From an optimization exercise on the open Yosys and OpenROAD flow, aimed at small area; shortcuts taken in it are not production practice.
Only simulation tests tie the RTL to the original design; equivalence was not proved.
In every run shown here, the design's own scripts or RTL, not TritonCTS, make the clock network.
The flow treats the clock pin as an ideal source. Dropping or thinning the clock tree relies on that and would not hold on a real chip.
Power is estimated from default activity; no workload was simulated.

[flow/config.mk]
export PLATFORM = sky130hd
export DESIGN_NAME = fpga_top
export DESIGN_NICKNAME = fpga_top
export VERILOG_FILES = /design/flow/design.v
export SDC_FILE = /design/flow/constraint.sdc
export NUM_CORES = 4
export LEC_CHECK = 0
export ABC_AREA = 1
export CAP_MARGIN = 0
export CORE_MARGIN = 2
export CORE_UTILIZATION = 65
export GPL_TIMING_DRIVEN = 0
export PLACE_DENSITY = 0.75
export SLEW_MARGIN = 0
[flow/constraint.sdc]
create_clock -name core_clock -period 10.0 [get_ports {CLOCK_50}]
set_input_delay 2.0000 -clock core_clock [delete_from_list [all_inputs] [get_ports {CLOCK_50}]]
set_output_delay 2.0000 -clock core_clock [all_outputs]
set_load 0.01 [all_outputs]
[flow/design.v]
module fpga_top(SW, KEY, CLOCK_50, LEDR, HEX0, HEX1);
    input [9:0] SW;
    input [3:0] KEY;
    input CLOCK_50;
    output [9:0] LEDR;
    output [6:0] HEX0, HEX1;
    wire [7:0] data_result;
    quad_core u0(
        .clk(CLOCK_50),
        .resetn(KEY[0]),
        .go_n(KEY[1]),
        .data_in(SW[7:0]),
        .data_result(data_result)
    );
    assign LEDR[9:0] = {2'b00, data_result};
    hex_decoder H0(.hex_digit(data_result[3:0]), .segments(HEX0));
    hex_decoder H1(.hex_digit(data_result[7:4]), .segments(HEX1));
endmodule
module quad_core(
    input clk,
    input resetn,
    input go_n,
    input [7:0] data_in,
    output reg [7:0] data_result
    );
    reg [3:0] state;
    reg [7:0] a, p, q;
    wire [3:0] state_next;
    wire ld_a, ldx_n, a_hold, shp, shp_n, shq, lr_n, hr;
    ctrl C0(
        .state(state), .go_n(go_n), .resetn(resetn),
        .state_next(state_next),
        .ld_a(ld_a), .ldx_n(ldx_n), .a_hold(a_hold),
        .shp(shp), .shp_n(shp_n), .shq(shq), .lr_n(lr_n), .hr(hr)
    );
    wire [7:0] mac_n;      
    wire [7:0] a_d, p_next, r_d;
    dsel S0(
        .data_in(data_in), .a(a), .p(p), .q(q), .r(data_result), .mac_n(mac_n),
        .ld_a(ld_a), .ldx_n(ldx_n), .a_hold(a_hold),
        .shp(shp), .shp_n(shp_n), .lr_n(lr_n), .hr(hr),
        .a_d(a_d), .p_next(p_next), .r_d(r_d)
    );
    mac8 M0(.m(a), .n(p_next), .k(q), .yn(mac_n));
    always @(posedge clk) begin
        state <= state_next;
        a <= a_d;
        p <= p_next;
        if (shq)
            q <= p;
        data_result <= r_d;
    end
endmodule
module ctrl(
    input  [3:0] state,
    input        go_n,
    input        resetn,
    output [3:0] state_next,
    output       ld_a,       
    output       ldx_n,      
    output       a_hold,     
    output       shp,        
    output       shp_n,
    output       shq,        
    output       lr_n,       
    output       hr          
    );
  wire go = ~go_n;
  wire nx0_w = (~state[3] & go) | (~state[2] & state[3]) | (~state[1] & state[3]);
  wire nx1_w = (state[0] & state[3]) | (~state[0] & state[1] & ~state[3]) | (state[0] & ~state[1] & ~go) | (state[0] & state[1] & go);
  wire nx2_w = (state[2] & ~state[3]) | (state[0] & state[1] & state[3]) | (state[0] & state[1] & ~go);
  wire nx3_w = (state[0] & state[3]) | (~state[1] & state[3]) | (state[0] & state[1] & state[2] & ~go);
  wire ld_a_w = (~state[0] & ~state[1] & ~state[2]);
  wire ldx_w = (~state[0] & state[1] & state[2] & ~state[3] & go);
  wire shp_w = (~state[0] & state[1] & ~state[3] & go) | (~state[0] & state[2] & ~state[3] & go);
  wire shq_w = (~state[0] & state[2] & ~state[3] & go);
  wire last_w = (~state[0] & state[1] & state[3]);
  assign ld_a = ld_a_w; assign ldx_n = ~ldx_w; assign a_hold = ~ld_a_w & ~ldx_w;
  assign shp = shp_w; assign shp_n = ~shp_w; assign shq = shq_w;
  assign lr_n = ~(last_w & resetn); assign hr = ~last_w & resetn;
  wire [3:0] nx = {nx3_w, nx2_w, nx1_w, nx0_w};
  assign state_next = resetn ? nx : 4'd0;
endmodule
module dsel(
    input  [7:0] data_in, a, p, q, r, mac_n,
    input        ld_a, ldx_n, a_hold, shp, shp_n, lr_n, hr,
    output [7:0] a_d, p_next, r_d
    );
    assign a_d    = (data_in & {8{ld_a}}) | (a & {8{a_hold}}) | (~mac_n & {8{~ldx_n}});
    assign p_next = (data_in & {8{shp}}) | (p & {8{shp_n}});
    assign r_d    = (~mac_n & {8{~lr_n}}) | (r & {8{hr}});
endmodule
module mac8(m, n, k, yn);
    input [7:0] m, n, k;
    output [7:0] yn;
    assign yn = ~(m * n + k);
endmodule
module hex_decoder(hex_digit, segments);
    input [3:0] hex_digit;
    output [6:0] segments;
    localparam [15:0] SEG0 = 16'h2812,
                      SEG1 = 16'hd860,
                      SEG2 = 16'hd004,
                      SEG3 = 16'h8692,
                      SEG4 = 16'h02ba,
                      SEG5 = 16'h208e,
                      SEG6 = 16'h1083;
    assign segments = {SEG6[hex_digit], SEG5[hex_digit], SEG4[hex_digit],
                       SEG3[hex_digit], SEG2[hex_digit], SEG1[hex_digit],
                       SEG0[hex_digit]};
endmodule
[flow/flow/run.sh]
#!/bin/bash
# Layout flow: the standard flow (standard.sh) with these changes:
#  - synthesis: the purely combinational modules of the design (mac8, dsel,
#    ctrl, hex_decoder) are taken from the hand-mapped cell netlists in
#    flow/cells.v instead of being synthesized from their RTL bodies; the
#    registers stay in the RTL and are inferred as in the standard synthesis.
#    Yosys's full-adder extraction and pass-through buffering are off and
#    ABC uses an area script.
#  - ports are buffered with sky130_fd_sc_hd__buf_1.
#  - clock tree: the clock port drives two clkbuf_8, each driving half of
#    the register clock pins, grouped by position (flow/n_buf.tcl, run in
#    place of TritonCTS).
set -euo pipefail
here=$(pwd)
python3 - "$FLOW_DESIGN" flow/cells.v design_cells.v > swap_modules.log 2>&1 <<'PY'
import re, sys
src = open(sys.argv[1]).read()
cells = open(sys.argv[2]).read()
for m in re.finditer(r'^\s*module\s+(\w+)\b.*?^\s*endmodule\b', cells, re.S | re.M):
    name = m.group(1)
    mm = re.search(r'^\s*module\s+' + name + r'\b.*?^\s*endmodule\b', src, re.S | re.M)
    assert mm, "module %s not found" % name
    src = src[:mm.start()] + "\n" + m.group(0) + "\n" + src[mm.end():]
    print("replaced", name)
open(sys.argv[3], 'w').write(src)
PY
cp flow/abc_area_deep.script abc_area_deep.script
{
  head -n 1 synth_recipe.tcl
  cat <<TCL
proc abc {args} {
  set i [lsearch -exact \$args -script]
  if {\$i >= 0} { set args [lreplace \$args [expr {\$i+1}] [expr {\$i+1}] $here/abc_area_deep.script] }
  set j [lsearch -exact \$args -D]
  if {\$j >= 0} { set args [lreplace \$args \$j [expr {\$j+1}]] }
  yosys abc {*}\$args
}
TCL
  tail -n +2 synth_recipe.tcl
} > my_synth.tcl
export CLKBUF_CELL=sky130_fd_sc_hd__clkbuf_8 CLKBUF_COUNT=2
bash standard.sh VERILOG_FILES="$here/design_cells.v" ADDER_MAP_FILE= SYNTH_INSBUF=0 SYNTH_SCRIPT="$here/my_synth.tcl" \
  BUFFER_PORTS_ARGS="-inputs -outputs -buffer_cell sky130_fd_sc_hd__buf_1" \
  PRE_CTS_TCL="$here/flow/n_buf.tcl" \
  finish > standard_flow.log 2>&1
[flow/flow/abc_area_deep.script]
strash
&get -n
&deepsyn -T 30
&put
dch
map -a
topo
[flow/flow/cells.v]
module mac8(m, n, k, yn);
    input [7:0] m, n, k;
    output [7:0] yn;
    wire ppn1;
    wire ppn3;
    wire ppn5;
    wire ppn7;
    wire ppn9;
    wire ppn11;
    wire ppn13;
    wire ppn15;
    wire ppn17;
    wire ppn19;
    wire ppn21;
    wire ppn23;
    wire ppn25;
    wire ppn27;
    wire ppn29;
    wire ppn31;
    wire ppn33;
    wire ppn35;
    wire ppn37;
    wire ppn39;
    wire ppn41;
    wire ppn43;
    wire ppn45;
    wire ppn47;
    wire ppn49;
    wire ppn51;
    wire ppn53;
    wire ppn55;
    wire ppn57;
    wire ppn59;
    wire ppn61;
    wire ppn63;
    wire ppn65;
    wire ppn67;
    wire ppn69;
    wire ppn71;
    wire c73;
    wire s76;
    wire c77;
    wire c79;
    wire s82;
    wire c83;
    wire s85;
    wire c86;
    wire c88;
    wire s91;
    wire c92;
    wire s94;
    wire c95;
    wire s97;
    wire c98;
    wire c100;
    wire s103;
    wire c104;
    wire s106;
    wire c107;
    wire s109;
    wire c110;
    wire s112;
    wire c113;
    wire c115;
    wire s118;
    wire c119;
    wire s121;
    wire c122;
    wire s124;
    wire c125;
    wire s127;
    wire c128;
    wire s130;
    wire c131;
    wire c133;
    wire s136;
    wire c137;
    wire s139;
    wire c140;
    wire s142;
    wire c143;
    wire s145;
    wire c146;
    wire s148;
    wire c149;
    wire s151;
    wire c152;
    wire c154;
    wire x157;
    wire x159;
    wire x161;
    wire x163;
    wire x165;
    wire x167;
    wire x169;
    wire x171;
    wire x173;
    wire x175;
    wire x177;
    wire x179;
    wire x181;
    wire x183;
    sky130_fd_sc_hd__nand2_1 g2 (.A(m[0]), .B(n[0]), .Y(ppn1));
    sky130_fd_sc_hd__nand2_1 g4 (.A(m[1]), .B(n[0]), .Y(ppn3));
    sky130_fd_sc_hd__nand2_1 g6 (.A(m[2]), .B(n[0]), .Y(ppn5));
    sky130_fd_sc_hd__nand2_1 g8 (.A(m[3]), .B(n[0]), .Y(ppn7));
    sky130_fd_sc_hd__nand2_1 g10 (.A(m[4]), .B(n[0]), .Y(ppn9));
    sky130_fd_sc_hd__nand2_1 g12 (.A(m[5]), .B(n[0]), .Y(ppn11));
    sky130_fd_sc_hd__nand2_1 g14 (.A(m[6]), .B(n[0]), .Y(ppn13));
    sky130_fd_sc_hd__nand2_1 g16 (.A(m[7]), .B(n[0]), .Y(ppn15));
    sky130_fd_sc_hd__nand2_1 g18 (.A(m[0]), .B(n[1]), .Y(ppn17));
    sky130_fd_sc_hd__nand2_1 g20 (.A(m[1]), .B(n[1]), .Y(ppn19));
    sky130_fd_sc_hd__nand2_1 g22 (.A(m[2]), .B(n[1]), .Y(ppn21));
    sky130_fd_sc_hd__nand2_1 g24 (.A(m[3]), .B(n[1]), .Y(ppn23));
    sky130_fd_sc_hd__nand2_1 g26 (.A(m[4]), .B(n[1]), .Y(ppn25));
    sky130_fd_sc_hd__nand2_1 g28 (.A(m[5]), .B(n[1]), .Y(ppn27));
    sky130_fd_sc_hd__nand2_1 g30 (.A(m[6]), .B(n[1]), .Y(ppn29));
    sky130_fd_sc_hd__nand2_1 g32 (.A(m[0]), .B(n[2]), .Y(ppn31));
    sky130_fd_sc_hd__nand2_1 g34 (.A(m[1]), .B(n[2]), .Y(ppn33));
    sky130_fd_sc_hd__nand2_1 g36 (.A(m[2]), .B(n[2]), .Y(ppn35));
    sky130_fd_sc_hd__nand2_1 g38 (.A(m[3]), .B(n[2]), .Y(ppn37));
    sky130_fd_sc_hd__nand2_1 g40 (.A(m[4]), .B(n[2]), .Y(ppn39));
    sky130_fd_sc_hd__nand2_1 g42 (.A(m[5]), .B(n[2]), .Y(ppn41));
    sky130_fd_sc_hd__nand2_1 g44 (.A(m[0]), .B(n[3]), .Y(ppn43));
    sky130_fd_sc_hd__nand2_1 g46 (.A(m[1]), .B(n[3]), .Y(ppn45));
    sky130_fd_sc_hd__nand2_1 g48 (.A(m[2]), .B(n[3]), .Y(ppn47));
    sky130_fd_sc_hd__nand2_1 g50 (.A(m[3]), .B(n[3]), .Y(ppn49));
    sky130_fd_sc_hd__nand2_1 g52 (.A(m[4]), .B(n[3]), .Y(ppn51));
    sky130_fd_sc_hd__nand2_1 g54 (.A(m[0]), .B(n[4]), .Y(ppn53));
    sky130_fd_sc_hd__nand2_1 g56 (.A(m[1]), .B(n[4]), .Y(ppn55));
    sky130_fd_sc_hd__nand2_1 g58 (.A(m[2]), .B(n[4]), .Y(ppn57));
    sky130_fd_sc_hd__nand2_1 g60 (.A(m[3]), .B(n[4]), .Y(ppn59));
    sky130_fd_sc_hd__nand2_1 g62 (.A(m[0]), .B(n[5]), .Y(ppn61));
    sky130_fd_sc_hd__nand2_1 g64 (.A(m[1]), .B(n[5]), .Y(ppn63));
    sky130_fd_sc_hd__nand2_1 g66 (.A(m[2]), .B(n[5]), .Y(ppn65));
    sky130_fd_sc_hd__nand2_1 g68 (.A(m[0]), .B(n[6]), .Y(ppn67));
    sky130_fd_sc_hd__nand2_1 g70 (.A(m[1]), .B(n[6]), .Y(ppn69));
    sky130_fd_sc_hd__nand2_1 g72 (.A(m[0]), .B(n[7]), .Y(ppn71));
    sky130_fd_sc_hd__xor2_1 g74 (.A(ppn1), .B(k[0]), .X(yn[0]));
    sky130_fd_sc_hd__or2b_1 g75 (.A(ppn1), .B_N(k[0]), .X(c73));
    sky130_fd_sc_hd__fa_1 g78 (.A(ppn3), .B(ppn17), .CIN(c73), .COUT(c77), .SUM(s76));
    sky130_fd_sc_hd__xor2_1 g80 (.A(s76), .B(k[1]), .X(yn[1]));
    sky130_fd_sc_hd__or2b_1 g81 (.A(s76), .B_N(k[1]), .X(c79));
    sky130_fd_sc_hd__fa_1 g84 (.A(ppn5), .B(ppn19), .CIN(ppn31), .COUT(c83), .SUM(s82));
    sky130_fd_sc_hd__fa_1 g87 (.A(c77), .B(c79), .CIN(s82), .COUT(c86), .SUM(s85));
    sky130_fd_sc_hd__xor2_1 g89 (.A(s85), .B(k[2]), .X(yn[2]));
    sky130_fd_sc_hd__or2b_1 g90 (.A(s85), .B_N(k[2]), .X(c88));
    sky130_fd_sc_hd__fa_1 g93 (.A(ppn7), .B(ppn21), .CIN(ppn33), .COUT(c92), .SUM(s91));
    sky130_fd_sc_hd__fa_1 g96 (.A(ppn43), .B(c83), .CIN(c86), .COUT(c95), .SUM(s94));
    sky130_fd_sc_hd__fa_1 g99 (.A(c88), .B(s91), .CIN(s94), .COUT(c98), .SUM(s97));
    sky130_fd_sc_hd__xor2_1 g101 (.A(s97), .B(k[3]), .X(yn[3]));
    sky130_fd_sc_hd__or2b_1 g102 (.A(s97), .B_N(k[3]), .X(c100));
    sky130_fd_sc_hd__fa_1 g105 (.A(ppn9), .B(ppn23), .CIN(ppn35), .COUT(c104), .SUM(s103));
    sky130_fd_sc_hd__fa_1 g108 (.A(ppn45), .B(ppn53), .CIN(c92), .COUT(c107), .SUM(s106));
    sky130_fd_sc_hd__fa_1 g111 (.A(c95), .B(c98), .CIN(c100), .COUT(c110), .SUM(s109));
    sky130_fd_sc_hd__fa_1 g114 (.A(s103), .B(s106), .CIN(s109), .COUT(c113), .SUM(s112));
    sky130_fd_sc_hd__xor2_1 g116 (.A(s112), .B(k[4]), .X(yn[4]));
    sky130_fd_sc_hd__or2b_1 g117 (.A(s112), .B_N(k[4]), .X(c115));
    sky130_fd_sc_hd__fa_1 g120 (.A(ppn11), .B(ppn25), .CIN(ppn37), .COUT(c119), .SUM(s118));
    sky130_fd_sc_hd__fa_1 g123 (.A(ppn47), .B(ppn55), .CIN(ppn61), .COUT(c122), .SUM(s121));
    sky130_fd_sc_hd__fa_1 g126 (.A(c104), .B(c107), .CIN(c110), .COUT(c125), .SUM(s124));
    sky130_fd_sc_hd__fa_1 g129 (.A(c113), .B(c115), .CIN(s118), .COUT(c128), .SUM(s127));
    sky130_fd_sc_hd__fa_1 g132 (.A(s121), .B(s124), .CIN(s127), .COUT(c131), .SUM(s130));
    sky130_fd_sc_hd__xor2_1 g134 (.A(s130), .B(k[5]), .X(yn[5]));
    sky130_fd_sc_hd__or2b_1 g135 (.A(s130), .B_N(k[5]), .X(c133));
    sky130_fd_sc_hd__fa_1 g138 (.A(ppn13), .B(ppn27), .CIN(ppn39), .COUT(c137), .SUM(s136));
    sky130_fd_sc_hd__fa_1 g141 (.A(ppn49), .B(ppn57), .CIN(ppn63), .COUT(c140), .SUM(s139));
    sky130_fd_sc_hd__fa_1 g144 (.A(ppn67), .B(c119), .CIN(c122), .COUT(c143), .SUM(s142));
    sky130_fd_sc_hd__fa_1 g147 (.A(c125), .B(c128), .CIN(c131), .COUT(c146), .SUM(s145));
    sky130_fd_sc_hd__fa_1 g150 (.A(c133), .B(s136), .CIN(s139), .COUT(c149), .SUM(s148));
    sky130_fd_sc_hd__fa_1 g153 (.A(s142), .B(s145), .CIN(s148), .COUT(c152), .SUM(s151));
    sky130_fd_sc_hd__xor2_1 g155 (.A(s151), .B(k[6]), .X(yn[6]));
    sky130_fd_sc_hd__or2b_1 g156 (.A(s151), .B_N(k[6]), .X(c154));
    sky130_fd_sc_hd__xor2_1 g158 (.A(ppn15), .B(ppn29), .X(x157));
    sky130_fd_sc_hd__xor2_1 g160 (.A(ppn41), .B(ppn51), .X(x159));
    sky130_fd_sc_hd__xor2_1 g162 (.A(ppn59), .B(ppn65), .X(x161));
    sky130_fd_sc_hd__xor2_1 g164 (.A(ppn69), .B(ppn71), .X(x163));
    sky130_fd_sc_hd__xor2_1 g166 (.A(c137), .B(c140), .X(x165));
    sky130_fd_sc_hd__xor2_1 g168 (.A(c143), .B(c146), .X(x167));
    sky130_fd_sc_hd__xor2_1 g170 (.A(c149), .B(c152), .X(x169));
    sky130_fd_sc_hd__xor2_1 g172 (.A(c154), .B(k[7]), .X(x171));
    sky130_fd_sc_hd__xor2_1 g174 (.A(x157), .B(x159), .X(x173));
    sky130_fd_sc_hd__xor2_1 g176 (.A(x161), .B(x163), .X(x175));
    sky130_fd_sc_hd__xor2_1 g178 (.A(x165), .B(x167), .X(x177));
    sky130_fd_sc_hd__xor2_1 g180 (.A(x169), .B(x171), .X(x179));
    sky130_fd_sc_hd__xor2_1 g182 (.A(x173), .B(x175), .X(x181));
    sky130_fd_sc_hd__xor2_1 g184 (.A(x177), .B(x179), .X(x183));
    sky130_fd_sc_hd__xor2_1 g185 (.A(x181), .B(x183), .X(yn[7]));
endmodule
module dsel(data_in, a, p, q, r, mac_n, ld_a, ldx_n, a_hold, shp, shp_n, lr_n, hr, a_d, p_next, r_d);
    input [7:0] data_in, a, p, q, r, mac_n;
    input ld_a, ldx_n, a_hold, shp, shp_n, lr_n, hr;
    output [7:0] a_d, p_next, r_d;
    wire [7:0] at;
    sky130_fd_sc_hd__nor2_1 gt0 (.A(ldx_n), .B(mac_n[0]), .Y(at[0]));
    sky130_fd_sc_hd__a221o_1 ga0 (.A1(ld_a), .A2(data_in[0]), .B1(a_hold), .B2(a[0]), .C1(at[0]), .X(a_d[0]));
    sky130_fd_sc_hd__a22o_1 gp0 (.A1(data_in[0]), .A2(shp), .B1(p[0]), .B2(shp_n), .X(p_next[0]));
    sky130_fd_sc_hd__a2bb2o_1 gr0 (.A1_N(lr_n), .A2_N(mac_n[0]), .B1(r[0]), .B2(hr), .X(r_d[0]));
    sky130_fd_sc_hd__nor2_1 gt1 (.A(ldx_n), .B(mac_n[1]), .Y(at[1]));
    sky130_fd_sc_hd__a221o_1 ga1 (.A1(ld_a), .A2(data_in[1]), .B1(a_hold), .B2(a[1]), .C1(at[1]), .X(a_d[1]));
    sky130_fd_sc_hd__a22o_1 gp1 (.A1(data_in[1]), .A2(shp), .B1(p[1]), .B2(shp_n), .X(p_next[1]));
    sky130_fd_sc_hd__a2bb2o_1 gr1 (.A1_N(lr_n), .A2_N(mac_n[1]), .B1(r[1]), .B2(hr), .X(r_d[1]));
    sky130_fd_sc_hd__nor2_1 gt2 (.A(ldx_n), .B(mac_n[2]), .Y(at[2]));
    sky130_fd_sc_hd__a221o_1 ga2 (.A1(ld_a), .A2(data_in[2]), .B1(a_hold), .B2(a[2]), .C1(at[2]), .X(a_d[2]));
    sky130_fd_sc_hd__a22o_1 gp2 (.A1(data_in[2]), .A2(shp), .B1(p[2]), .B2(shp_n), .X(p_next[2]));
    sky130_fd_sc_hd__a2bb2o_1 gr2 (.A1_N(lr_n), .A2_N(mac_n[2]), .B1(r[2]), .B2(hr), .X(r_d[2]));
    sky130_fd_sc_hd__nor2_1 gt3 (.A(ldx_n), .B(mac_n[3]), .Y(at[3]));
    sky130_fd_sc_hd__a221o_1 ga3 (.A1(ld_a), .A2(data_in[3]), .B1(a_hold), .B2(a[3]), .C1(at[3]), .X(a_d[3]));
    sky130_fd_sc_hd__a22o_1 gp3 (.A1(data_in[3]), .A2(shp), .B1(p[3]), .B2(shp_n), .X(p_next[3]));
    sky130_fd_sc_hd__a2bb2o_1 gr3 (.A1_N(lr_n), .A2_N(mac_n[3]), .B1(r[3]), .B2(hr), .X(r_d[3]));
    sky130_fd_sc_hd__nor2_1 gt4 (.A(ldx_n), .B(mac_n[4]), .Y(at[4]));
    sky130_fd_sc_hd__a221o_1 ga4 (.A1(ld_a), .A2(data_in[4]), .B1(a_hold), .B2(a[4]), .C1(at[4]), .X(a_d[4]));
    sky130_fd_sc_hd__a22o_1 gp4 (.A1(data_in[4]), .A2(shp), .B1(p[4]), .B2(shp_n), .X(p_next[4]));
    sky130_fd_sc_hd__a2bb2o_1 gr4 (.A1_N(lr_n), .A2_N(mac_n[4]), .B1(r[4]), .B2(hr), .X(r_d[4]));
    sky130_fd_sc_hd__nor2_1 gt5 (.A(ldx_n), .B(mac_n[5]), .Y(at[5]));
    sky130_fd_sc_hd__a221o_1 ga5 (.A1(ld_a), .A2(data_in[5]), .B1(a_hold), .B2(a[5]), .C1(at[5]), .X(a_d[5]));
    sky130_fd_sc_hd__a22o_1 gp5 (.A1(data_in[5]), .A2(shp), .B1(p[5]), .B2(shp_n), .X(p_next[5]));
    sky130_fd_sc_hd__a2bb2o_1 gr5 (.A1_N(lr_n), .A2_N(mac_n[5]), .B1(r[5]), .B2(hr), .X(r_d[5]));
    sky130_fd_sc_hd__nor2_1 gt6 (.A(ldx_n), .B(mac_n[6]), .Y(at[6]));
    sky130_fd_sc_hd__a221o_1 ga6 (.A1(ld_a), .A2(data_in[6]), .B1(a_hold), .B2(a[6]), .C1(at[6]), .X(a_d[6]));
    sky130_fd_sc_hd__a22o_1 gp6 (.A1(data_in[6]), .A2(shp), .B1(p[6]), .B2(shp_n), .X(p_next[6]));
    sky130_fd_sc_hd__a2bb2o_1 gr6 (.A1_N(lr_n), .A2_N(mac_n[6]), .B1(r[6]), .B2(hr), .X(r_d[6]));
    sky130_fd_sc_hd__nor2_1 gt7 (.A(ldx_n), .B(mac_n[7]), .Y(at[7]));
    sky130_fd_sc_hd__a221o_1 ga7 (.A1(ld_a), .A2(data_in[7]), .B1(a_hold), .B2(a[7]), .C1(at[7]), .X(a_d[7]));
    sky130_fd_sc_hd__a22o_1 gp7 (.A1(data_in[7]), .A2(shp), .B1(p[7]), .B2(shp_n), .X(p_next[7]));
    sky130_fd_sc_hd__a2bb2o_1 gr7 (.A1_N(lr_n), .A2_N(mac_n[7]), .B1(r[7]), .B2(hr), .X(r_d[7]));
endmodule
module ctrl(state, go_n, resetn, state_next, ld_a, ldx_n, a_hold, shp, shp_n, shq, lr_n, hr);
  input [3:0] state;
  wire [3:0] state;
  input go_n;
  wire go_n;
  input resetn;
  wire resetn;
  output [3:0] state_next;
  wire [3:0] state_next;
  output ld_a;
  wire ld_a;
  output ldx_n;
  wire ldx_n;
  output a_hold;
  wire a_hold;
  output shp;
  wire shp;
  output shp_n;
  wire shp_n;
  output shq;
  wire shq;
  output lr_n;
  wire lr_n;
  output hr;
  wire hr;
  wire _00_;
  wire _01_;
  wire _02_;
  wire _03_;
  wire _04_;
  wire _05_;
  wire _06_;
  wire _07_;
  wire _08_;
  wire _09_;
  wire _10_;
  wire _11_;
  wire _12_;
  wire _13_;
  sky130_fd_sc_hd__clkinv_1 _14_ (
    .A(state[2]),
    .Y(_00_)
  );
  sky130_fd_sc_hd__clkinv_1 _15_ (
    .A(resetn),
    .Y(_01_)
  );
  sky130_fd_sc_hd__clkinv_1 _16_ (
    .A(state[1]),
    .Y(_02_)
  );
  sky130_fd_sc_hd__nor2_1 _17_ (
    .A(state[3]),
    .B(go_n),
    .Y(_03_)
  );
  sky130_fd_sc_hd__clkinv_1 _18_ (
    .A(_03_),
    .Y(_04_)
  );
  sky130_fd_sc_hd__nand2_1 _19_ (
    .A(_04_),
    .B(state[0]),
    .Y(_05_)
  );
  sky130_fd_sc_hd__nor3_1 _20_ (
    .A(_02_),
    .B(_01_),
    .C(_05_),
    .Y(_06_)
  );
  sky130_fd_sc_hd__clkinv_1 _21_ (
    .A(_06_),
    .Y(_07_)
  );
  sky130_fd_sc_hd__o31ai_1 _22_ (
    .A1(_00_),
    .A2(state[3]),
    .A3(_01_),
    .B1(_07_),
    .Y(state_next[2])
  );
  sky130_fd_sc_hd__clkinv_1 _23_ (
    .A(state[3]),
    .Y(_08_)
  );
  sky130_fd_sc_hd__nor2_1 _24_ (
    .A(state[0]),
    .B(_08_),
    .Y(_09_)
  );
  sky130_fd_sc_hd__nand3_1 _25_ (
    .A(_09_),
    .B(state[1]),
    .C(resetn),
    .Y(lr_n)
  );
  sky130_fd_sc_hd__nand2_1 _26_ (
    .A(lr_n),
    .B(resetn),
    .Y(_10_)
  );
  sky130_fd_sc_hd__a221oi_1 _27_ (
    .A1(_02_),
    .A2(_05_),
    .B1(_06_),
    .B2(_08_),
    .C1(_10_),
    .Y(state_next[1])
  );
  sky130_fd_sc_hd__o21ai_0 _28_ (
    .A1(_00_),
    .A2(_02_),
    .B1(state[3]),
    .Y(_11_)
  );
  sky130_fd_sc_hd__a21oi_1 _29_ (
    .A1(_11_),
    .A2(_04_),
    .B1(_01_),
    .Y(state_next[0])
  );
  sky130_fd_sc_hd__nor3_1 _30_ (
    .A(state[2]),
    .B(state[0]),
    .C(state[1]),
    .Y(ld_a)
  );
  sky130_fd_sc_hd__clkinv_1 _31_ (
    .A(_10_),
    .Y(hr)
  );
  sky130_fd_sc_hd__nor2_1 _32_ (
    .A(state[0]),
    .B(_04_),
    .Y(_12_)
  );
  sky130_fd_sc_hd__clkinv_1 _33_ (
    .A(_12_),
    .Y(_13_)
  );
  sky130_fd_sc_hd__nor2_1 _34_ (
    .A(_00_),
    .B(_13_),
    .Y(shq)
  );
  sky130_fd_sc_hd__o22ai_1 _35_ (
    .A1(_08_),
    .A2(_10_),
    .B1(_00_),
    .B2(_07_),
    .Y(state_next[3])
  );
  sky130_fd_sc_hd__a21oi_1 _36_ (
    .A1(_00_),
    .A2(_02_),
    .B1(_13_),
    .Y(shp)
  );
  sky130_fd_sc_hd__nand2_1 _37_ (
    .A(shq),
    .B(state[1]),
    .Y(ldx_n)
  );
  sky130_fd_sc_hd__clkinv_1 _38_ (
    .A(shp),
    .Y(shp_n)
  );
  sky130_fd_sc_hd__a21oi_1 _39_ (
    .A1(shq),
    .A2(state[1]),
    .B1(ld_a),
    .Y(a_hold)
  );
endmodule

module hex_decoder(hex_digit, segments);
  input [3:0] hex_digit;
  wire [3:0] hex_digit;
  output [6:0] segments;
  wire [6:0] segments;
  wire _00_;
  wire _01_;
  wire _02_;
  wire _03_;
  wire _04_;
  wire _05_;
  wire _06_;
  wire _07_;
  wire _08_;
  wire _09_;
  wire _10_;
  wire _11_;
  wire _12_;
  wire _13_;
  sky130_fd_sc_hd__clkinv_1 _14_ (
    .A(hex_digit[2]),
    .Y(_00_)
  );
  sky130_fd_sc_hd__nor3_1 _15_ (
    .A(hex_digit[1]),
    .B(hex_digit[3]),
    .C(_00_),
    .Y(_01_)
  );
  sky130_fd_sc_hd__clkinv_1 _16_ (
    .A(hex_digit[1]),
    .Y(_02_)
  );
  sky130_fd_sc_hd__nor2_1 _17_ (
    .A(hex_digit[2]),
    .B(_02_),
    .Y(_03_)
  );
  sky130_fd_sc_hd__nor2_1 _18_ (
    .A(hex_digit[0]),
    .B(_03_),
    .Y(_04_)
  );
  sky130_fd_sc_hd__clkinv_1 _19_ (
    .A(hex_digit[3]),
    .Y(_05_)
  );
  sky130_fd_sc_hd__nor2_1 _20_ (
    .A(hex_digit[1]),
    .B(_00_),
    .Y(_06_)
  );
  sky130_fd_sc_hd__nor2_1 _21_ (
    .A(_05_),
    .B(_06_),
    .Y(_07_)
  );
  sky130_fd_sc_hd__nor3_1 _22_ (
    .A(_01_),
    .B(_04_),
    .C(_07_),
    .Y(segments[5])
  );
  sky130_fd_sc_hd__o22ai_1 _23_ (
    .A1(hex_digit[0]),
    .A2(_05_),
    .B1(_06_),
    .B2(_03_),
    .Y(_08_)
  );
  sky130_fd_sc_hd__clkinv_1 _24_ (
    .A(_08_),
    .Y(_09_)
  );
  sky130_fd_sc_hd__clkinv_1 _25_ (
    .A(hex_digit[0]),
    .Y(_10_)
  );
  sky130_fd_sc_hd__nand2_1 _26_ (
    .A(_01_),
    .B(_10_),
    .Y(_11_)
  );
  sky130_fd_sc_hd__o21ai_0 _27_ (
    .A1(_04_),
    .A2(_09_),
    .B1(_11_),
    .Y(segments[3])
  );
  sky130_fd_sc_hd__nand2_1 _28_ (
    .A(segments[3]),
    .B(_02_),
    .Y(_12_)
  );
  sky130_fd_sc_hd__nor2_1 _29_ (
    .A(_05_),
    .B(_09_),
    .Y(_13_)
  );
  sky130_fd_sc_hd__a21oi_1 _30_ (
    .A1(_12_),
    .A2(_05_),
    .B1(_13_),
    .Y(segments[0])
  );
  sky130_fd_sc_hd__a221oi_1 _31_ (
    .A1(_10_),
    .A2(_00_),
    .B1(segments[3]),
    .B2(_02_),
    .C1(segments[5]),
    .Y(segments[1])
  );
  sky130_fd_sc_hd__a311oi_1 _32_ (
    .A1(_10_),
    .A2(hex_digit[2]),
    .A3(_05_),
    .B1(_07_),
    .C1(_09_),
    .Y(segments[6])
  );
  sky130_fd_sc_hd__o21ai_0 _33_ (
    .A1(_10_),
    .A2(hex_digit[3]),
    .B1(_12_),
    .Y(segments[4])
  );
  sky130_fd_sc_hd__a32o_1 _34_ (
    .A1(_10_),
    .A2(_05_),
    .A3(_03_),
    .B1(_13_),
    .B2(hex_digit[2]),
    .X(segments[2])
  );
endmodule
[flow/flow/n_buf.tcl]
# Clock tree of one level: the clock port drives CLKBUF_COUNT clock buffers
# (cell CLKBUF_CELL); the register clock pins are split into that many groups
# of near-equal size by position (k-means), and each group is driven by one
# buffer placed at the group's centroid. Used in place of TritonCTS.
proc clock_tree_synthesis {args} {
  set master_name $::env(CLKBUF_CELL)
  set nbuf $::env(CLKBUF_COUNT)
  set block [ord::get_db_block]
  set master [[ord::get_db] findMaster $master_name]
  set clk_net [[$block findBTerm CLOCK_50] getNet]
  set pts {}
  foreach it [$clk_net getITerms] {
    set bb [[$it getInst] getBBox]
    lappend pts [list $it [expr {([$bb xMin] + [$bb xMax]) / 2.0}] [expr {([$bb yMin] + [$bb yMax]) / 2.0}]]
  }
  set n [llength $pts]
  # seed centres along x, then balanced k-means (each group gets at most ceil(n/k))
  set sorted [lsort -real -index 1 $pts]
  set cap [expr {int(ceil(double($n) / $nbuf))}]
  set centres {}
  for {set g 0} {$g < $nbuf} {incr g} {
    set p [lindex $sorted [expr {int(($g + 0.5) * $n / $nbuf)}]]
    lappend centres [list [lindex $p 1] [lindex $p 2]]
  }
  for {set iter 0} {$iter < 20} {incr iter} {
    # assign greedily by distance, respecting capacity
    set pairs {}
    set i 0
    foreach p $pts {
      set g 0
      foreach c $centres {
        set d [expr {abs([lindex $p 1] - [lindex $c 0]) + abs([lindex $p 2] - [lindex $c 1])}]
        lappend pairs [list $d $i $g]
        incr g
      }
      incr i
    }
    set pairs [lsort -real -index 0 $pairs]
    set assign [lrepeat $n -1]
    set count [lrepeat $nbuf 0]
    foreach pr $pairs {
      lassign $pr d i g
      if {[lindex $assign $i] >= 0 || [lindex $count $g] >= $cap} continue
      lset assign $i $g
      lset count $g [expr {[lindex $count $g] + 1}]
    }
    set newc {}
    for {set g 0} {$g < $nbuf} {incr g} {
      set sx 0.0; set sy 0.0; set k 0
      for {set i 0} {$i < $n} {incr i} {
        if {[lindex $assign $i] == $g} {
          set p [lindex $pts $i]
          set sx [expr {$sx + [lindex $p 1]}]; set sy [expr {$sy + [lindex $p 2]}]; incr k
        }
      }
      if {$k > 0} { lappend newc [list [expr {$sx / $k}] [expr {$sy / $k}]] } else { lappend newc [lindex $centres $g] }
    }
    set centres $newc
  }
  $clk_net setSigType CLOCK
  for {set g 0} {$g < $nbuf} {incr g} {
    set buf [odb::dbInst_create $block $master clkbuf_$g]
    set net [odb::dbNet_create $block clknet_$g]
    $net setSigType CLOCK
    [$buf findITerm A] connect $clk_net
    [$buf findITerm X] connect $net
    set c [lindex $centres $g]
    $buf setLocation [expr {int([lindex $c 0])}] [expr {int([lindex $c 1])}]
    $buf setPlacementStatus PLACED
    set k 0
    for {set i 0} {$i < $n} {incr i} {
      if {[lindex $assign $i] == $g} {
        set it [lindex [lindex $pts $i] 0]
        $it disconnect
        $it connect $net
        incr k
      }
    }
    puts "clock buffer clkbuf_$g ($master_name) drives $k clock pins"
  }
}
[flow/standard.sh]
#!/bin/bash
# synth_recipe.tcl (not shown) runs the flow's synth.tcl, then flattens the netlist and writes it again
# the make line also repeats each setting of config.mk as NAME=value (left out here)
make -C /OpenROAD-flow-scripts/flow DESIGN_CONFIG=/design/flow/config.mk WORK_HOME=/design/flow/orfs CLKGATE_MAP_FILE= SYNTH_SCRIPT=/design/flow/synth_recipe.tcl "${@:-finish}"
==> notes.md, run 1 <==
Outcome:
- The flow ran to the end, but the layout failed its checks.
- A clean result was blocked by negative setup slack.

Logic synthesis:
- The commonest cells after synthesis are nand2_1, dfxtp_1, nor2_1, xor2_1, fa_1.
- The most frequently used cell type in the post-synthesis netlist is nand2_1.
- The post-synthesis area per instance is 9.82 um^2.
- The synthesized design contains 8 enable-type register cells.
- In this run, synthesis produced a sequential element count of 36.
- For this run, the number of Yosys warnings is 1.
- After synthesis, the netlist uses 21 different library cells.
- The instance count of the mapped netlist is 223.
- The sequential fraction of the synthesis area is 0.366.
- In the synthesized netlist the dominant register cell turns out to be dfxtp_1.
- dfxtp_1 takes more of the synthesized area than any other cell.
- The netlist area before placement is 2190 um^2.
- Of the post-synthesis cell area, the dominant cell type holds 0.256.
- The fraction of registers with async set or reset after synthesis is 0.
- By area the synthesized netlist is led by dfxtp_1, fa_1, edfxtp_1.

Global routing:
- The via count of the first global-routing pass came to between 1500 and 2000.
- The initial antenna violation count is 0.
- Entering global routing, the biggest net connects 19 pins.
- The first global-routing pass estimated 7.10 mm of wire.
- Summed over all layers, the global routing overflow is 0.
- For this run, the total global-route usage over all layers was measured as 0.250.

Critical path:
- Among all stages on the critical path, the largest delay is contributed by fa_1.
- The critical path is of the in2reg type.
- The gate family responsible for the most delay along the worst path is adder cells.
- Data arrives at the worst endpoint at 10.17 ns.
- The destination of the worst register-to-register timing path is u0.a[7].
- Of all nets on the critical path, the largest fanout is 3.
- The largest single stage delay on the critical path is 0.52 ns.
- In this run the register-to-register setup slack is ~1.4 ns.
- The sum of buffers and inverters on the critical path is 4.
- For the worst setup path, the data required time is 10.06 ns.
- The launching element type of the critical path is a primary input.
- The type of destination of the critical path is a flip-flop.
- In this design, the critical path's most frequently occurring cell is fa_1.
- For the worst flop-to-flop path, the logic depth is 30.
- In this run the critical register-to-register path is launched from u0.state[3].

Place:
- The number of instances in the placed design is between 300 and 400.
- The count of input and output buffers is 32.
- The congestion estimate from routability-driven global placement came to 0.868.
- Once detailed placement completed, the half-perimeter wirelength came to 3.51 mm.

Detailed routing:
- Summed over all nets, wire length on met3 after detailed routing comes to 196 um.
- For this block, the via count after detailed routing is 1764.
- The count of nets left with antenna violations after detail routing is 0.
- Summed over all layers, the routed wires come to 4.63 mm.
- The first detailed-routing pass took 4 iterations.
- The number of remaining DRC errors is 0.
- The post-route met1 wirelength is approximately 2.2 mm.
- The detailed router used layers up to and including met4.
- The length of routed met2 wiring is around 2.2 mm.
- Using the TritonRoute via totals, the vias-per-cell ratio works out to around 5.5.
- The routed length per instance is 14.4 um.
- The detailed router finished its first iteration with 113 violations.

CTS:
- The clock latency reported for the late side of the worst-skew pair is ~0.16 ns.
- Clock-pin slew was measured on the worst setup and hold paths at 0.11 ns.

Floorplan:
- The floorplan step set the die height to 62.1 um.
- The die covers ~3900 um^2.
- From left edge to right edge, the die measures 62.1 um.
- The I/O pin count is 39.
- The floorplan core area is 3280 um^2.
- For this configuration, the core starts out at a cell density of 0.667.
- The site row count is 21.

Job:
- The tool flagged a number of max-cap violations equal to 0.

Cells and area:
- In the final layout, the share of cells above drive strength 1 is 0.113.
- The net count of the finished layout is between 300 and 400.
- The total of fill cells in the finished design is 225.
- The number of antenna diodes in the final layout is 0.
- The relative area change from synthesis to final layout is 19.1%.
- The final cell count without fillers is ~320.

STA:
- The maximum clock frequency is about 0.099 GHz.
- The actual slew at the worst max-slew pin is approximately 1 ns.
- The post-route clock skew is 0.00319 ns.
- In the finished design, the share of the clock period the worst path needs comes to 1.01.
- The number of slew-limit violations in the final report is 0.
- The final-report hold violation count is 0.
- Hold is met by 0.448 ns.
- Setup repair after global routing could not meet its margin everywhere.
- Setup violations remaining at the end of the flow were counted as 2.
- Headroom to the max-slew limit came out at 0.340.
- In the post-route analysis, the smallest setup slack over all paths is -0.102 ns.
- The shortest period the worst path allows is 10.10 ns.

Hold path:
- The startpoint identified for the worst hold timing path is u0.p[2].
- The count of cells along the worst hold path is 0.
- The min-delay analysis places its worst path in the category reg2reg.
- The path with the worst hold slack has its endpoint at u0.q[2].

Power and ir drop:
- The power density over cell area is ~330 nW/um^2.
- Across the VDD grid, the largest voltage drop is approximately 0.30 mV.
- In this run the static leakage power is 0.957 nW.
layout by cell type, fill, tap and decap left out, types with 3 or more instances in the layout:
master,instances
o22ai_1,3
buf_4,16
a21oi_1,4
nand2_1,42
buf_1,31
edfxtp_1,8
nor2_1,20
a221oi_1,3
a221o_1,8
o21ai_0,5
a22o_1,6
fa_1,20
dfxtp_1,28
or2b_1,7
xor2_1,22
nor3_1,6
clkinv_1,16
a2bb2o_1,7
worst reg2reg max path, delay by kind of cell (launching register included):
kind            cells  cell delay [ns]
compound gates      3             0.61
xor+xnor            4             0.80
fa+ha+maj          10             4.59
buf+inv             3             0.23
flops               1             0.38
simple gates       10             1.90
where the power goes:
group	leakage [nW]	total, mW	internal [mW]	switching [mW]
registers	0.304	0.179	0.166	0.0126
logic	0.638	0.631	0.331	0.300
clock network	0.0144	0.0560	0.0187	0.0373
total	0.957	0.865	0.516	0.350
final cells by class:
type	count	area [um^2]	area share
Buffer	2	27.5	0.0106
Inverter	19	81.3	0.0312
Multi-Input combinational cell	169	1370	0.527
Sequential cell	36	801	0.307
Tap cell	46	57.6	0.0221
Timing Repair Buffer	49	268	0.103
metal layers:
layer  track usage  vias to the layer above
li1              -                      879
met1         0.361                      835
met2         0.433                       47
met5             0                        -
met3        0.0228                        3
met4        0.0152                        0
how the worst max path moves through the flow:
stage,from,to,cells past startpoint
floorplan,KEY[1],u0.a[7],30
global placement,KEY[1],u0.a[7],31
detailed placement,KEY[1],u0.a[7],31
CTS,KEY[1],u0.data_result[7],31
global route,KEY[1],u0.a[7],31
finish,KEY[1],u0.a[7],31
flip-flops by register name, indices dropped and copies added, names as in the netlist:
name and cells:
u0.a 8, u0.q 8, u0.state 4, u0.p 8, u0.data_result 8
through the flow:
step                TNS [ns]  worst slack (ns)   util  area, um^2  power [mW]
floorplan            -0.0621           -0.0389      -        2230       0.537
CTS                   -0.660            -0.331  0.787        2580       0.832
global placement       -1.37            -0.702  0.734        2410       0.645
finish                -0.201            -0.102  0.794        2610       0.865
detailed placement     -1.41            -0.728  0.734        2410       0.651
global route          -0.676            -0.339  0.794        2610       0.923
logic make-up (layout without fill, tap and decap cells):
group,after synthesis,in the layout,share of synthesized area
flip-flops,36,36,0.366
XOR/XNOR,22,22,0.0879
adder cells (fa/ha/maj),21,21,0.192
other,1,2,0.00171
buffers and inverters,19,70,0.0326
AO/OA/AOI/OAI,45,45,0.169
AND/OR/NAND/NOR,79,79,0.151
timing repair:
| action | CTS | global route |
|---|---|---|
| setup endpoints to repair | 3 | 2 |
| resized for setup | 7 | 2 |
| pin swaps | 9 | 2 |
| buffers inserted | 14 | 3 |
| hold buffers | 0 | 0 |
==> run 2, diff against run 1 <==
--- a/flow/flow/cells.v
+++ b/flow/flow/cells.v
@@ -37,69 +37,76 @@
     wire ppn67;
     wire ppn69;
     wire ppn71;
-    wire c73;
-    wire s76;
-    wire c77;
-    wire c79;
-    wire s82;
-    wire c83;
-    wire s85;
-    wire c86;
-    wire c88;
+    wire s73;
+    wire c74;
+    wire s77;
+    wire c78;
+    wire s81;
+    wire c82;
+    wire s84;
+    wire c85;
+    wire s88;
+    wire c89;
     wire s91;
     wire c92;
     wire s94;
     wire c95;
-    wire s97;
-    wire c98;
-    wire c100;
-    wire s103;
-    wire c104;
-    wire s106;
-    wire c107;
-    wire s109;
-    wire c110;
-    wire s112;
-    wire c113;
+    wire s98;
+    wire c99;
+    wire s101;
+    wire c102;
+    wire s104;
+    wire c105;
+    wire s107;
+    wire c108;
+    wire s111;
+    wire c112;
+    wire s114;
     wire c115;
-    wire s118;
-    wire c119;
-    wire s121;
-    wire c122;
-    wire s124;
-    wire c125;
+    wire s117;
+    wire c118;
+    wire s120;
+    wire c121;
+    wire s123;
+    wire c124;
     wire s127;
     wire c128;
     wire s130;
     wire c131;
-    wire c133;
+    wire s133;
+    wire c134;
     wire s136;
     wire c137;
     wire s139;
     wire c140;
     wire s142;
     wire c143;
-    wire s145;
-    wire c146;
-    wire s148;
-    wire c149;
-    wire s151;
-    wire c152;
-    wire c154;
-    wire x157;
-    wire x159;
-    wire x161;
-    wire x163;
-    wire x165;
-    wire x167;
-    wire x169;
-    wire x171;
-    wire x173;
-    wire x175;
-    wire x177;
-    wire x179;
-    wire x181;
-    wire x183;
+    wire s146;
+    wire c147;
+    wire s149;
+    wire c150;
+    wire s152;
+    wire c153;
+    wire s155;
+    wire c156;
+    wire s158;
+    wire c159;
+    wire s161;
+    wire c162;
+    wire x164;
+    wire x166;
+    wire x168;
+    wire x170;
+    wire x172;
+    wire x174;
+    wire x176;
+    wire x178;
+    wire x180;
+    wire x182;
+    wire x184;
+    wire x186;
+    wire x188;
+    wire x190;
     sky130_fd_sc_hd__nand2_1 g2 (.A(m[0]), .B(n[0]), .Y(ppn1));
     sky130_fd_sc_hd__nand2_1 g4 (.A(m[1]), .B(n[0]), .Y(ppn3));
     sky130_fd_sc_hd__nand2_1 g6 (.A(m[2]), .B(n[0]), .Y(ppn5));
@@ -136,56 +143,63 @@
     sky130_fd_sc_hd__nand2_1 g68 (.A(m[0]), .B(n[6]), .Y(ppn67));
     sky130_fd_sc_hd__nand2_1 g70 (.A(m[1]), .B(n[6]), .Y(ppn69));
     sky130_fd_sc_hd__nand2_1 g72 (.A(m[0]), .B(n[7]), .Y(ppn71));
-    sky130_fd_sc_hd__xor2_1 g74 (.A(ppn1), .B(k[0]), .X(yn[0]));
-    sky130_fd_sc_hd__or2b_1 g75 (.A(ppn1), .B_N(k[0]), .X(c73));
-    sky130_fd_sc_hd__fa_1 g78 (.A(ppn3), .B(ppn17), .CIN(c73), .COUT(c77), .SUM(s76));
-    sky130_fd_sc_hd__xor2_1 g80 (.A(s76), .B(k[1]), .X(yn[1]));
-    sky130_fd_sc_hd__or2b_1 g81 (.A(s76), .B_N(k[1]), .X(c79));
-    sky130_fd_sc_hd__fa_1 g84 (.A(ppn5), .B(ppn19), .CIN(ppn31), .COUT(c83), .SUM(s82));
-    sky130_fd_sc_hd__fa_1 g87 (.A(c77), .B(c79), .CIN(s82), .COUT(c86), .SUM(s85));
-    sky130_fd_sc_hd__xor2_1 g89 (.A(s85), .B(k[2]), .X(yn[2]));
-    sky130_fd_sc_hd__or2b_1 g90 (.A(s85), .B_N(k[2]), .X(c88));
-    sky130_fd_sc_hd__fa_1 g93 (.A(ppn7), .B(ppn21), .CIN(ppn33), .COUT(c92), .SUM(s91));
-    sky130_fd_sc_hd__fa_1 g96 (.A(ppn43), .B(c83), .CIN(c86), .COUT(c95), .SUM(s94));
-    sky130_fd_sc_hd__fa_1 g99 (.A(c88), .B(s91), .CIN(s94), .COUT(c98), .SUM(s97));
-    sky130_fd_sc_hd__xor2_1 g101 (.A(s97), .B(k[3]), .X(yn[3]));
-    sky130_fd_sc_hd__or2b_1 g102 (.A(s97), .B_N(k[3]), .X(c100));
-    sky130_fd_sc_hd__fa_1 g105 (.A(ppn9), .B(ppn23), .CIN(ppn35), .COUT(c104), .SUM(s103));
-    sky130_fd_sc_hd__fa_1 g108 (.A(ppn45), .B(ppn53), .CIN(c92), .COUT(c107), .SUM(s106));
-    sky130_fd_sc_hd__fa_1 g111 (.A(c95), .B(c98), .CIN(c100), .COUT(c110), .SUM(s109));
-    sky130_fd_sc_hd__fa_1 g114 (.A(s103), .B(s106), .CIN(s109), .COUT(c113), .SUM(s112));
-    sky130_fd_sc_hd__xor2_1 g116 (.A(s112), .B(k[4]), .X(yn[4]));
-    sky130_fd_sc_hd__or2b_1 g117 (.A(s112), .B_N(k[4]), .X(c115));
-    sky130_fd_sc_hd__fa_1 g120 (.A(ppn11), .B(ppn25), .CIN(ppn37), .COUT(c119), .SUM(s118));
-    sky130_fd_sc_hd__fa_1 g123 (.A(ppn47), .B(ppn55), .CIN(ppn61), .COUT(c122), .SUM(s121));
-    sky130_fd_sc_hd__fa_1 g126 (.A(c104), .B(c107), .CIN(c110), .COUT(c125), .SUM(s124));
-    sky130_fd_sc_hd__fa_1 g129 (.A(c113), .B(c115), .CIN(s118), .COUT(c128), .SUM(s127));
-    sky130_fd_sc_hd__fa_1 g132 (.A(s121), .B(s124), .CIN(s127), .COUT(c131), .SUM(s130));
-    sky130_fd_sc_hd__xor2_1 g134 (.A(s130), .B(k[5]), .X(yn[5]));
-    sky130_fd_sc_hd__or2b_1 g135 (.A(s130), .B_N(k[5]), .X(c133));
-    sky130_fd_sc_hd__fa_1 g138 (.A(ppn13), .B(ppn27), .CIN(ppn39), .COUT(c137), .SUM(s136));
-    sky130_fd_sc_hd__fa_1 g141 (.A(ppn49), .B(ppn57), .CIN(ppn63), .COUT(c140), .SUM(s139));
-    sky130_fd_sc_hd__fa_1 g144 (.A(ppn67), .B(c119), .CIN(c122), .COUT(c143), .SUM(s142));
-    sky130_fd_sc_hd__fa_1 g147 (.A(c125), .B(c128), .CIN(c131), .COUT(c146), .SUM(s145));
-    sky130_fd_sc_hd__fa_1 g150 (.A(c133), .B(s136), .CIN(s139), .COUT(c149), .SUM(s148));
-    sky130_fd_sc_hd__fa_1 g153 (.A(s142), .B(s145), .CIN(s148), .COUT(c152), .SUM(s151));
-    sky130_fd_sc_hd__xor2_1 g155 (.A(s151), .B(k[6]), .X(yn[6]));
-    sky130_fd_sc_hd__or2b_1 g156 (.A(s151), .B_N(k[6]), .X(c154));
-    sky130_fd_sc_hd__xor2_1 g158 (.A(ppn15), .B(ppn29), .X(x157));
-    sky130_fd_sc_hd__xor2_1 g160 (.A(ppn41), .B(ppn51), .X(x159));
-    sky130_fd_sc_hd__xor2_1 g162 (.A(ppn59), .B(ppn65), .X(x161));
-    sky130_fd_sc_hd__xor2_1 g164 (.A(ppn69), .B(ppn71), .X(x163));
-    sky130_fd_sc_hd__xor2_1 g166 (.A(c137), .B(c140), .X(x165));
-    sky130_fd_sc_hd__xor2_1 g168 (.A(c143), .B(c146), .X(x167));
-    sky130_fd_sc_hd__xor2_1 g170 (.A(c149), .B(c152), .X(x169));
-    sky130_fd_sc_hd__xor2_1 g172 (.A(c154), .B(k[7]), .X(x171));
-    sky130_fd_sc_hd__xor2_1 g174 (.A(x157), .B(x159), .X(x173));
-    sky130_fd_sc_hd__xor2_1 g176 (.A(x161), .B(x163), .X(x175));
-    sky130_fd_sc_hd__xor2_1 g178 (.A(x165), .B(x167), .X(x177));
-    sky130_fd_sc_hd__xor2_1 g180 (.A(x169), .B(x171), .X(x179));
-    sky130_fd_sc_hd__xor2_1 g182 (.A(x173), .B(x175), .X(x181));
-    sky130_fd_sc_hd__xor2_1 g184 (.A(x177), .B(x179), .X(x183));
-    sky130_fd_sc_hd__xor2_1 g185 (.A(x181), .B(x183), .X(yn[7]));
+    sky130_fd_sc_hd__xor2_1 g75 (.A(ppn1), .B(k[0]), .X(s73));
+    sky130_fd_sc_hd__or2b_1 g76 (.A(ppn1), .B_N(k[0]), .X(c74));
+    assign yn[0] = s73;
+    sky130_fd_sc_hd__xor2_1 g79 (.A(ppn3), .B(k[1]), .X(s77));
+    sky130_fd_sc_hd__or2b_1 g80 (.A(ppn3), .B_N(k[1]), .X(c78));
+    sky130_fd_sc_hd__fa_1 g83 (.A(ppn17), .B(c74), .CIN(s77), .COUT(c82), .SUM(s81));
+    assign yn[1] = s81;
+    sky130_fd_sc_hd__xor2_1 g86 (.A(ppn5), .B(k[2]), .X(s84));
+    sky130_fd_sc_hd__or2b_1 g87 (.A(ppn5), .B_N(k[2]), .X(c85));
+    sky130_fd_sc_hd__fa_1 g90 (.A(ppn19), .B(ppn31), .CIN(c78), .COUT(c89), .SUM(s88));
+    sky130_fd_sc_hd__fa_1 g93 (.A(s84), .B(c82), .CIN(s88), .COUT(c92), .SUM(s91));
+    assign yn[2] = s91;
+    sky130_fd_sc_hd__xor2_1 g96 (.A(ppn7), .B(k[3]), .X(s94));
+    sky130_fd_sc_hd__or2b_1 g97 (.A(ppn7), .B_N(k[3]), .X(c95));
+    sky130_fd_sc_hd__fa_1 g100 (.A(ppn21), .B(ppn33), .CIN(ppn43), .COUT(c99), .SUM(s98));
+    sky130_fd_sc_hd__fa_1 g103 (.A(c85), .B(s94), .CIN(s98), .COUT(c102), .SUM(s101));
+    sky130_fd_sc_hd__fa_1 g106 (.A(c89), .B(s101), .CIN(c92), .COUT(c105), .SUM(s104));
+    assign yn[3] = s104;
+    sky130_fd_sc_hd__xor2_1 g109 (.A(ppn9), .B(k[4]), .X(s107));
+    sky130_fd_sc_hd__or2b_1 g110 (.A(ppn9), .B_N(k[4]), .X(c108));
+    sky130_fd_sc_hd__fa_1 g113 (.A(ppn23), .B(ppn35), .CIN(ppn45), .COUT(c112), .SUM(s111));
+    sky130_fd_sc_hd__fa_1 g116 (.A(ppn53), .B(c95), .CIN(s107), .COUT(c115), .SUM(s114));
+    sky130_fd_sc_hd__fa_1 g119 (.A(c99), .B(s111), .CIN(s114), .COUT(c118), .SUM(s117));
+    sky130_fd_sc_hd__fa_1 g122 (.A(c102), .B(s117), .CIN(c105), .COUT(c121), .SUM(s120));
+    assign yn[4] = s120;
+    sky130_fd_sc_hd__xor2_1 g125 (.A(ppn11), .B(k[5]), .X(s123));
+    sky130_fd_sc_hd__or2b_1 g126 (.A(ppn11), .B_N(k[5]), .X(c124));
+    sky130_fd_sc_hd__fa_1 g129 (.A(ppn25), .B(ppn37), .CIN(ppn47), .COUT(c128), .SUM(s127));
+    sky130_fd_sc_hd__fa_1 g132 (.A(ppn55), .B(ppn61), .CIN(c108), .COUT(c131), .SUM(s130));
+    sky130_fd_sc_hd__fa_1 g135 (.A(s123), .B(c112), .CIN(s127), .COUT(c134), .SUM(s133));
+    sky130_fd_sc_hd__fa_1 g138 (.A(c115), .B(s130), .CIN(s133), .COUT(c137), .SUM(s136));
+    sky130_fd_sc_hd__fa_1 g141 (.A(c118), .B(s136), .CIN(c121), .COUT(c140), .SUM(s139));
+    assign yn[5] = s139;
+    sky130_fd_sc_hd__xor2_1 g144 (.A(ppn13), .B(k[6]), .X(s142));
+    sky130_fd_sc_hd__or2b_1 g145 (.A(ppn13), .B_N(k[6]), .X(c143));
+    sky130_fd_sc_hd__fa_1 g148 (.A(ppn27), .B(ppn39), .CIN(ppn49), .COUT(c147), .SUM(s146));
+    sky130_fd_sc_hd__fa_1 g151 (.A(ppn57), .B(ppn63), .CIN(ppn67), .COUT(c150), .SUM(s149));
+    sky130_fd_sc_hd__fa_1 g154 (.A(c124), .B(s142), .CIN(c128), .COUT(c153), .SUM(s152));
+    sky130_fd_sc_hd__fa_1 g157 (.A(s146), .B(s149), .CIN(c131), .COUT(c156), .SUM(s155));
+    sky130_fd_sc_hd__fa_1 g160 (.A(c134), .B(s152), .CIN(s155), .COUT(c159), .SUM(s158));
+    sky130_fd_sc_hd__fa_1 g163 (.A(c137), .B(s158), .CIN(c140), .COUT(c162), .SUM(s161));
+    assign yn[6] = s161;
+    sky130_fd_sc_hd__xor2_1 g165 (.A(k[7]), .B(ppn15), .X(x164));
+    sky130_fd_sc_hd__xor2_1 g167 (.A(ppn29), .B(ppn41), .X(x166));
+    sky130_fd_sc_hd__xor2_1 g169 (.A(ppn51), .B(ppn59), .X(x168));
+    sky130_fd_sc_hd__xor2_1 g171 (.A(ppn65), .B(ppn69), .X(x170));
+    sky130_fd_sc_hd__xor2_1 g173 (.A(ppn71), .B(x164), .X(x172));
+    sky130_fd_sc_hd__xor2_1 g175 (.A(x166), .B(x168), .X(x174));
+    sky130_fd_sc_hd__xor2_1 g177 (.A(x170), .B(c143), .X(x176));
+    sky130_fd_sc_hd__xor2_1 g179 (.A(c147), .B(c150), .X(x178));
+    sky130_fd_sc_hd__xor2_1 g181 (.A(x172), .B(x174), .X(x180));
+    sky130_fd_sc_hd__xor2_1 g183 (.A(x176), .B(x178), .X(x182));
+    sky130_fd_sc_hd__xor2_1 g185 (.A(x180), .B(x182), .X(x184));
+    sky130_fd_sc_hd__xor2_1 g187 (.A(c153), .B(x184), .X(x186));
+    sky130_fd_sc_hd__xor2_1 g189 (.A(c156), .B(x186), .X(x188));
+    sky130_fd_sc_hd__xor2_1 g191 (.A(x188), .B(c159), .X(x190));
+    sky130_fd_sc_hd__xor2_1 g192 (.A(x190), .B(c162), .X(yn[7]));
 endmodule
 module dsel(data_in, a, p, q, r, mac_n, ld_a, ldx_n, a_hold, shp, shp_n, lr_n, hr, a_d, p_next, r_d);
     input [7:0] data_in, a, p, q, r, mac_n;
==> notes.md, run 2 <==
Place:
- Before CTS, the worst setup slack after placement is 2.60 ns.
- The count of input and output buffers is 32.
- Detailed placement finished with a half-perimeter wire length of 3.55 mm.
- At the end of routability-driven placement, the weighted congestion stood at 0.788.
- In this run the cell area measured after placement is 2370 um^2.
- The number of instances in the placed design is 302.

Logic synthesis:
- Of the synthesized area, sequential elements account for 0.366.
- Of all cell types, the one taking the most synthesized area is dfxtp_1.
- In this run the cell area of the synthesized design comes to roughly 2200 um^2.
- The post-synthesis register bit count is 36.
- By count the netlist is led by nand2_1, dfxtp_1, nor2_1, xor2_1, fa_1.
- Each instance of the synthesized netlist takes up on average 9.82 um^2.
- The top cell type's share of synthesized area is 0.256.
- For this run, the leading register cell type out of synthesis is dfxtp_1.
- In the synthesized netlist, the number of instances is 223.
- Ranked by total cell area, the synthesized netlist is headed by dfxtp_1, fa_1, edfxtp_1.
- Among all cell types in the netlist, the one instantiated most often is nand2_1.
- The fraction of registers with async set or reset after synthesis is 0.
- The number of synthesized flops with an enable pin is 8.
- The Yosys warning count is 1.
- In this run, distinct cell masters in the synthesized netlist total 21.

Detailed routing:
- The final wirelength is 4.50 mm.
- The initial detailed-routing violation count is 99.
- The routed length per instance is 14.8 um.
- The number of remaining DRC errors is 0.
- The first-pass iteration count of the detailed router is 4.
- The detail route stage leaves a number of antenna-violating nets equal to 0.
- The via-per-instance ratio is between 5 and 6.
- The total number of vias is between 1500 and 2000.

Cells and area:
- Leaving out fill and tap cells, the most frequent cells in the layout are nand2_1, buf_1, dfxtp_1.
- The final layout contains ~300 nets.
- Excluding fillers, the count of instances in the completed layout stands at 304.
- The most common cell after layout, fill and taps aside is nand2_1.
- Once layout is complete, the utilization of the core stands at 0.731.
- In the final layout, the share of cells above drive strength 1 is 0.00775.
- Relative to the synthesized area, the layout overhead comes to 9.54%.
- The summed area of non-filler cells in the final layout is around 2400 um^2.
- The number of inserted diodes is 0.

Global routing:
- The maximum number of pins on one net before global-route repair is 19.
- The met2 usage in global routing is 0.423.
- The residual overflow from global routing is 0.
- The wire length of the first global-routing pass is 7.02 mm.
- The met3 usage in global routing is 0.0269.
- The total global routing track utilization is 0.247.
- The initial antenna violation count is 0.
- In the global route stage, met1 resource usage came out at 0.355.
- The via count of the first global-routing pass came to 1499.
- The most congested layer reported by global routing is met2.

STA:
- Final hold analysis gives a worst-case slack of 0.434 ns.
- Derived from the worst setup path, the maximum achievable clock frequency is 0.138 GHz.
- The fraction of the cycle the final worst path needs is 0.726.
- Measured against its own limit, the worst slew margin works out to 0.318.
- Once routing completed, OpenROAD measured the worst setup slack at approximately 2.7 ns.
- The worst path in the final design needs a cycle of 7.26 ns, including I/O delays and setup.
- The number of slew-limit violations in the final report is 0.
- Setup violations remaining at the end of the flow were counted as 0.
- The post-route setup TNS is 0 ns.
- The post-route clock skew is 0.0124 ns.
- Setup repair after global routing left no endpoint under its margin.
- The final-report hold violation count came to 0.
- For the pin with the worst max-slew slack, the measured transition is between 1 and 1.5 ns.

CTS:
- The setup fix buffers added after clock tree synthesis is 0.
- The count of instances resized after the clock tree is built is 0.
- The clock reaches the later pin of the worst-skew pair after roughly 0.17 ns.
- Clock-pin slew was measured on the worst setup and hold paths at roughly 0.11 ns.
- The hold buffer count at CTS is 0.

Critical path:
- The worst register-to-register path ends at u0.a[7].
- Along the worst path, the maximum fanout reaches 9.
- The setup check on the worst reg-to-reg path leaves a slack of about 4.3 ns.
- Data on the critical path arrives at its endpoint at 7.31 ns.
- For the worst flop-to-flop path, the logic depth is 18.
- At the worst endpoint, the required time is 10.05 ns.
- The origin of the critical flop-to-flop path is u0.state[3].
- The type of the worst setup path is in2reg.
- The type of destination of the critical path is a flip-flop.
- The launching element type of the critical path is a primary input.

Hold path:
- The destination of the worst hold path is u0.q[1].
- The start point of the worst hold path is u0.p[1].
- The path class of the tightest hold or removal check is reg2reg.
- The worst hold path was traced through 0 stages.

Power and ir drop:
- The total power after layout is 0.503 mW.
- VDD sags by at most 0.122 mV.
- The static leakage is 0.842 nW.
- The power density over cell area is 210 nW/um^2.

Floorplan:
- The site row count is 21.
- The die span in y is 62.1 um.
- The initial utilization of the core area, before any placement, comes to 0.667.
- The I/O pin count is 39.
- After floorplanning, the core was sized to cover 3280 um^2.
- The die area is approximately 3900 um^2.
- The horizontal extent of the die is 62.1 um.

Job:
- The count of maximum capacitance violations is 0.

Outcome:
- The flow ran to the end and the layout has no timing, DRC or antenna violations.
run 2: cell counts after synthesis:
No cell type changed its count.
run 2: logic make-up after synthesis:
| group | after synthesis | share of synthesized area |
|---|---|---|
| AND/OR/NAND/NOR | 79 | 0.151 |
| adder cells (fa/ha/maj) | 21 | 0.192 |
| AO/OA/AOI/OAI | 45 | 0.169 |
| XOR/XNOR | 22 | 0.0879 |
| flip-flops | 36 | 0.366 |
| other | 1 | 0.00171 |
| buffers and inverters | 19 | 0.0326 |
run 2: layout make-up:
type / instances / area [um^2]
fill: 256 / 885
sequential: 36 / 801
tap: 46 / 57.6
inverter: 19 / 71.3
buffer: 2 / 27.5
timing repair buffer: 32 / 120
multi-input combinational: 169 / 1320
run 2: how the worst max path moves through the flow:
stage / startpoint / end / slack, ns / cells past startpoint
2_1_floorplan: KEY[1] / u0.a[7] / 3.54 / 18
3_3_place_gp: KEY[1] / u0.a[7] / 2.60 / 19
3_5_place_dp: KEY[1] / u0.a[7] / 2.60 / 19
4_1_cts: KEY[1] / u0.a[7] / 2.57 / 19
5_1_grt: KEY[1] / u0.a[7] / 2.31 / 19
6_report: KEY[1] / u0.a[7] / 2.74 / 19
run 2: worst max-delay path, stage by stage:
cell	delay, ns
buf_1	0.07
nor2_1	0.09
clkinv_1	0.10
nor2_1	0.10
clkinv_1	0.08
a21oi_1	0.63
clkinv_1	0.50
a22o_1	0.45
nand2_1	0.16
or2b_1	0.12
fa_1	0.42
fa_1	0.40
fa_1	0.39
fa_1	0.41
fa_1	0.40
fa_1	0.38
xor2_1	0.23
nor2_1	0.10
a221o_1	0.27
run 2: per-layer routing:
layer	part of all wire	wire, um	vias up
met1	0.43	1940	809
met4	0.011	49	0
met2	0.48	2160	71
met5	0	0	-
met3	0.076	344	5
li1	-	-	842
run 2: power by group:
group | internal, mW | leakage (nW) | total [mW] | switching (mW)
Combinational | 0.124 | 0.523 | 0.270 | 0.147
Clock | 0.0187 | 0.0144 | 0.0540 | 0.0353
Sequential | 0.166 | 0.304 | 0.179 | 0.0127

## static timing again, ports no longer ideal
The flow's constraints put no driver on any port. The routed layouts listed below were extracted and timed again, unchanged, in two steps. Step 1 assumes that a clkbuf_16 drives the clock port and a buf_2 every other input. Step 2 times the ports against the registers' clock, not the clock port: input delays grow and output delays shrink by t, the midpoint of the rising clock arrivals with the driver on. a / b / c = ideal / step 1 / step 2; a / b = the first two.
| run | shift t [ns] | setup WS [ns] | worst hold slack (ns) | latest minus earliest clock arrival (ns) | worst data-port slew with drivers (ns) |
|---|---|---|---|---|---|
| run 1 | 0.199 | -0.102 / -0.099 / -0.297 | 0.448 / 0.448 / 0.448 | 0.004 / 0.003 | 0.04 |
| run 2 | 0.200 | 2.743 / 2.763 / 2.564 | 0.434 / 0.434 / 0.434 | 0.012 / 0.013 | 0.03 |
The setup slack of run 1, which loses most, moves by +0.003 ns with the drivers and by -0.195 ns with both steps.
